From an optimization exercise on the open Yosys and OpenROAD flow, aimed at small area and a short achievable clock period; shortcuts taken in it are not production practice. No functional check of the RTL was part of any run shown here. Power figures rest on the tool's default switching activity, not on a simulated workload.

## flow/design.v (module list and top-level ports; edited modules follow where they fit)
// module SAD_cal: 11286 lines
// module SAD_fa: 6 lines
// module SAD_ha: 6 lines
// module SAD_andn: 5 lines
// module SAD_nandn: 5 lines
// module SAD_xor: 5 lines
// module SAD_xnor: 5 lines
// module SAD_nand: 5 lines
// module SAD_nor: 5 lines
// module SAD_aoi: 5 lines
// module SAD_oai: 5 lines
// module SAD_inv: 5 lines
// module SAD_absdiff: 22 lines
module SAD_cal(rstn,clk,din,refi,cal_en,sad,sad_val);
  // ...
==> flow/flow/run.sh <==
#!/bin/bash
# The standard layout (standard.sh) with three changes to how the layout is made:
#  - plain buf_1 cells as the port buffers instead of the delay cells buffer_ports picks;
#  - I/O pins allowed on every routing track of the die's edge, so the die can be smaller;
#  - the clock pin placed first (io_pre.tcl) in a stretch of edge kept free of other pins,
#    because the clock net's wider-spacing routing rule clashes with pins one track away.
set -euo pipefail
export BUFFER_PORTS_ARGS="-buffer_cell sky130_fd_sc_hd__buf_1"
export PLACE_PINS_ARGS="-min_distance 1 -min_distance_in_tracks -exclude top:225-255"
export PRE_IO_PLACEMENT_TCL="$PWD/flow/io_pre.tcl"
export ROUTING_LAYER_ADJUSTMENT=0.10
bash standard.sh > standard.log 2>&1
==> flow/flow/io_pre.tcl <==
# Clock pin in the middle of the top edge; place_pins keeps other pins out of top:225-255.
place_pin -pin_name clk -layer met2 -location {240 480} -pin_size {0.14 0.97} -force_to_die_boundary
==> flow/standard.sh <==
#!/bin/bash
# synth_recipe.tcl (not shown) runs the flow's synth.tcl, then flattens the netlist and writes it again
# the make line also repeats each setting of config.mk as NAME=value (left out here)
make -C /OpenROAD-flow-scripts/flow DESIGN_CONFIG=/design/flow/config.mk WORK_HOME=/design/flow/orfs CLKGATE_MAP_FILE= SYNTH_SCRIPT=/design/flow/synth_recipe.tcl "${@:-finish}"
==> flow/config.mk <==
export PLATFORM = sky130hd
export DESIGN_NAME = SAD_cal
export DESIGN_NICKNAME = SAD_cal
export VERILOG_FILES = /design/flow/design.v
export SDC_FILE = /design/flow/constraint.sdc
export NUM_CORES = 4
export LEC_CHECK = 0
export CAP_MARGIN = 20
export CORE_AREA = 12 12 468 468
export DIE_AREA = 0 0 480 480
export PLACE_DENSITY = 0.6
export SETUP_SLACK_MARGIN = 1.0
export SLEW_MARGIN = 20
export SYNTH_HIERARCHICAL = 1
==> flow/constraint.sdc <==
create_clock -name core_clock -period 4.0 [get_ports {clk}]
set_input_delay 0.8000 -clock core_clock [delete_from_list [all_inputs] [get_ports {clk}]]
set_output_delay 0.8000 -clock core_clock [all_outputs]
set_load 0.01 [all_outputs]
==> flow_summary_export.csv, run 1 <==
group,metric,value,unit
outcome,status,"finished clean",
setup_path,startpoint_of_the_lowest_slack_register_to_register_path,"r1318",
floorplan,boundaryPins,2067,
finish,syn2layout_area_growth,18.4,%
route,ant_nets,0,
pwr,cellLeakagePower,37.8,nW
floorplan,rows,167,
floorplan,die-height,480,um
cts,clockRootBuffer,"clkbuf_16",
placed_design,final_hpwl_from_detailed_placement,399000,um
worst_hold_path,worstHoldStart,"cal_en",
pwr,switching_share,0.495,
cts,cts.reportedPaths.clkPinSlew,0.06,ns
floorplan,fp.dieW,480,um
timing,unrepaired_setup_endpoints_after_global_routing,"true",
route,routed_wl_per_cell,30.3,um
placed_design,place_congestion,1.08,
pwr,power_report.internal_total,43.1,mW
setup_path,end_kind,"flip-flop",
grt,global_route_wire_length_before_repair,583000,um
setup_path,timing.critical_path.from,"din[641]",
logic_synthesis,avgSynthCellArea,9.74,um2
logic_synthesis,synth.largest_area_cell,"fa_1",
cts,cts_hold_bufs,1,
job,max_cap_violations,0,
finish,fin_nets,14400,
placed_design,place_worst_setup_slack,0.234,ns
finish,max_ffs_per_register,16,
finish,final.signal_buffer_count,2133,
route,uppermost_routed_layer,"met5",
logic_synthesis,ys_types,32,
pwr,sequentialPowerShare,0.211,
finish,share_of_post_route_cells_with_drive_strength_above_1,0.0774,
logic_synthesis,syn-num-nets,12200,
finish,diodes,247,
logic_synthesis,synth_simple_gate_area_share,0.105,
logic_synthesis,post_synth_most_frequent_cells,"xnor2_1 (1667), xor2_1 (1476), o21ai_1 (1153)",
route,wl_met2,198000,um
finish,clock_area_frac,0.0306,
setup_path,timing.critical_path.required,4.56,ns
route,met1_length,159000,um
logic_synthesis,netlist_top_cells_area,"fa_1 (26%), dfxtp_1 (18%), xnor2_1 (17%), xor2_1 (15%), nand2b_1 (7.4%)",
pwr,power_switching,42.3,mW
route,routed_via_density,5.19,
==> run 2, diff against run 1 <==
--- a/flow/config.mk
+++ b/flow/config.mk
@@ -10,5 +10,5 @@
 export DIE_AREA = 0 0 480 480
 export PLACE_DENSITY = 0.6
-export SETUP_SLACK_MARGIN = 1.0
+export SETUP_SLACK_MARGIN = 1.5
 export SLEW_MARGIN = 20
 export SYNTH_HIERARCHICAL = 1
==> run 2 against run 1 <==
First-iteration DRC count down 3.7%; combinational power up 15%; total power up 9.8%; die area unchanged; sequential share of layout area down 3.4 points; cell count up 6.2%; setup slack worse by 0.037 ns; register-to-register slack about the same; clock-buffer cell count down 9; non-clock buffer count up 925.
==> flow_summary_export.csv, run 2 <==
group,metric,value,unit
route,drc_violations_left,0,
cts,cts_tree,"yes",
finish,max_ffs_per_register,16,
cts,max-clock-path-buffers,3,
cts,clockRootBuffer,"clkbuf_16",
setup_path,cpLargestDelayFamily,"adder cells",
setup_path,critical_path.most_common_cell,"fa_2",
logic_synthesis,synth_sequential_area_ratio,0.179,
timing,final.setup.tns,0,ns
setup_path,r2r.worst_path.cells,3,
timing,period_minus_slack,2.99,ns
setup_path,critPathLaunchType,"input pin",
logic_synthesis,avgSynthCellArea,9.74,um2
grt,first_global_vias,80300,
grt,grt_antenna_before_repair,249,
worst_hold_path,hold_path_depth,1,
timing,final-setup-viol-count,0,
pwr,power-per-cell-area,702,nW/um2
floorplan,fp.dieArea,230000,um2
timing,worst_slew_pin_slew,1.27,ns
grt,grt_max_degree,16,
logic_synthesis,post_synth_most_frequent_cells,"xnor2_1 (1667), xor2_1 (1476), o21ai_1 (1153)",
logic_synthesis,ys_types,32,
floorplan,boundaryPins,2067,
setup_path,timing.critical_path.depth,9,
logic_synthesis,synthDominantCellAreaShare,0.259,
outcome,status,"finished clean",
setup_path,timing.critical_path.required,4.67,ns
route,dr.pass1.iters,5,
floorplan,fp.dieW,480,um
finish,syn2layout_area_growth,53.1,%
timing,finalWorstSetupSlack,1.01,ns
route,routed_wl_per_cell,29.7,um
timing,final.hold.worst_slack,0.219,ns
finish,largest_register_by_flop_count,"total_q",
pwr,ir_worst_vdd,0.810,mV
setup_path,crit_chain,"buf_1 -> xor2_1 -> nor2_1 -> nand2_1 -> o21ai_4 -> buf_4 -> xnor2_2 -> fa_2 -> fa_2",
finish,filler_cell_count,16800,
logic_synthesis,async_flop_share,0.00641,
timing,slew_headroom,0.148,
logic_synthesis,netlist_area,87300,um2
logic_synthesis,dominantRegCellSynth,"dfxtp_1",
cts,cts_buffers,88,
timing,fin_worst_skew,0.0730,ns
cts,insertion_delay,0.73,ns
route,routed_via_density,5.21,
route,detail_route.wirelength,449000,um
finish,most-common-layout-cells,"buf_1 (1180), xnor2_1 (1163), nand2b_1 (925)",
finish,postLayoutCellArea,134000,um2
setup_path,slowest_stage,"buf_1",
setup_path,critPathMaxStageDelay,0.59,ns
placed_design,place_worst_setup_slack,0.343,ns
finish,reg.largest.list,"total_q x16, vld x5",
floorplan,rows,167,
setup_path,worstPathArrival,3.66,ns
cts,cts.reportedPaths.clkPinSlew,0.06,ns
logic_synthesis,post_synth_inst_count,8956,
logic_synthesis,netlist_top_cells_area,"fa_1 (26%), dfxtp_1 (18%), xnor2_1 (17%), xor2_1 (15%), nand2b_1 (7.4%)",
grt,global_route.overflow_total,0,
floorplan,die-height,480,um
logic_synthesis,syn-num-nets,12200,
logic_synthesis,synth.largest_area_cell,"fa_1",
setup_path,end_kind,"flip-flop",
setup_path,worst-path-max-fanout,5,
cts,htreeDepth,3,
worst_hold_path,timing.hold.worst.class,"input pin to flip-flop",
placed_design,placement_cell_area,106000,um2
placed_design,place_congestion,1.04,
logic_synthesis,yosys_warnings,7,
timing,min_period_over_period,0.747,
route,drtIter0Drc,5349,
logic_synthesis,ys_ff_latch,780,
grt,global_route.usage.total,0.361,
timing,clock.fmax,335,MHz
setup_path,path_class,"input pin to flip-flop",
placed_design,port-buffer-count,2067,
placed_design,final_hpwl_from_detailed_placement,391000,um
route,routed-via-count,78700,
job,max_cap_violations,0,
finish,layout.cells.most_common,"buf_1",
route,ant_nets,0,
timing,report.final.hold_viol_count,0,
setup_path,worst-path-buf-inv,2,
timing,unrepaired_setup_endpoints_after_global_routing,"true",
cts,clock-sinks,780,
finish,fin_nets,15300,
pwr,cellLeakagePower,51.5,nW
logic_synthesis,synth_enable_flop_cells,0,
floorplan,floorplan.core_area,207000,um2
floorplan,floorplan.initialDensity,0.422,
grt,global_route_wire_length_before_repair,589000,um
finish,share_of_post_route_cells_with_drive_strength_above_1,0.425,
logic_synthesis,synth_most_common_cell,"xnor2_1",
timing,finalMaxSlewViolations,0,
[run 2: cell counts after synthesis]
No cell type changed its count.
[run 2: final timing paths]
kind / startpoint / to / slack (ns)
worst max register to register: r1594 / r2582 / 1.49
min in group asynchronous: rstn / vld[3] / 0.51
worst min register to register: r2873 / r2993 / 0.32
max in group asynchronous: rstn / vld[4] / 3.29
worst max-delay path: din[964] / r1542 / 1.01
worst min-delay path: cal_en / vld[0] / 0.22
[run 2: modules after synthesis (local to each module, per instance)]
| module | area (um2) | flip-flops and latches | copies in the design |
|---|---|---|---|
| SAD_cal | 16100 | 780 | 1 |
| SAD_fa | 20.0 | 0 | 1128 |
| SAD_ha | 12.5 | 0 | 7 |
| SAD_aoi | 8.76 | 0 | 512 |
| SAD_xnor | 8.76 | 0 | 1664 |
| SAD_xor | 8.76 | 0 | 1472 |
| SAD_nandn | 6.26 | 0 | 1024 |
| SAD_oai | 5.00 | 0 | 1152 |
| SAD_inv | 3.75 | 0 | 448 |
| SAD_nand | 3.75 | 0 | 256 |
| SAD_nor | 3.75 | 0 | 448 |
[run 2: final cells by class]
class,instances,area [um2],share of cell area
well taps,2704,3380,0.0253
repair buffers,3058,18500,0.138
diodes,219,548,0.00410
multi-input cells,7725,90700,0.679
clock buffers,114,2470,0.0185
clock inverters,46,693,0.00519
inverters,449,1690,0.0126
flip-flops and latches,780,15600,0.117
[run 2: worst register-to-register path: stages, from the launching register on]
cell and delay, ns:
dfxtp_1 0.64, fa_1 0.59, fa_1 0.52, fa_1 0.57
[run 2: metal layers]
layer | share of wire | global-route usage | vias to the layer above
li1 | - | - | 34300
met1 | 0.36 | 0.414 | 39500
met2 | 0.46 | 0.582 | 3655
met3 | 0.090 | 0.103 | 1181
met4 | 0.082 | 0.243 | 68
met5 | 0.0012 | 0.0118 | -
[run 2: kinds of logic after synthesis]
family	after synthesis	share of synthesized area
DFF	780	0.179
adders and majority gates	1148	0.262
and+or+nand+nor	1749	0.105
buffers and inverters	451	0.0195
xor gates and xnor gates	3143	0.315
AOI/OAI and AO/OA	1685	0.119
[run 2: stage by stage]
stage | util | std cells | power [mW]
after floorplan | - | 8956 | 48.4
after global placement | 0.510 | 13700 | 77.1
after detailed placement | 0.510 | 13700 | 77.8
after CTS | 0.565 | 14300 | 89.1
after global routing | 0.645 | 15100 | 99.5
final | 0.646 | 15100 | 93.8
[run 2: what timing repair did]
action | CTS | global route
endpoints found under the hold margin | 5 | 0
resized for setup | 1094 | 2559
pin swaps | 700 | 1447
endpoints found under the setup margin | 345 | 366
buffers inserted | 415 | 561
hold buffers | 1 | 0
[run 2: where the power goes]
| part | total, mW | switching [mW] | internal [mW] |
|---|---|---|---|
| sequential | 17.9 | 4.21 | 13.7 |
| combinational | 67.1 | 38.0 | 29.1 |
| clock | 8.79 | 3.70 | 5.09 |
| total | 93.8 | 45.9 | 47.9 |

-- separate check: timing with driven ports --
No port has a modelled driver above. Below, the same layouts with a new extraction and two added sets of constraints. Step 1 sets driving cells, clkbuf_16 on the clock port and buf_2 on the other inputs (assumed; they add their load-dependent delay and slew). Step 2 moves the port delays by t, midway between the first and last clock arrival at a register: inputs arrive t later, outputs are due t later. That takes back most of the time a late clock gives input paths. a / b / c = ideal / step 1 / step 2; a / b = the first two.
| run | t, ns | setup slack, ns | slew at the worst register clock pin (ns) |
|---|---|---|---|
| run 1 | 0.770 | 1.049 / 1.036 / 0.266 | 0.07 / 0.07 |
| run 2 | 0.760 | 1.012 / 1.031 / 0.270 | 0.07 / 0.07 |
After both steps setup and hold are still met in every run listed. The setup slack of run 1, which loses most, moves by -0.013 ns with the drivers and by -0.783 ns with both steps.
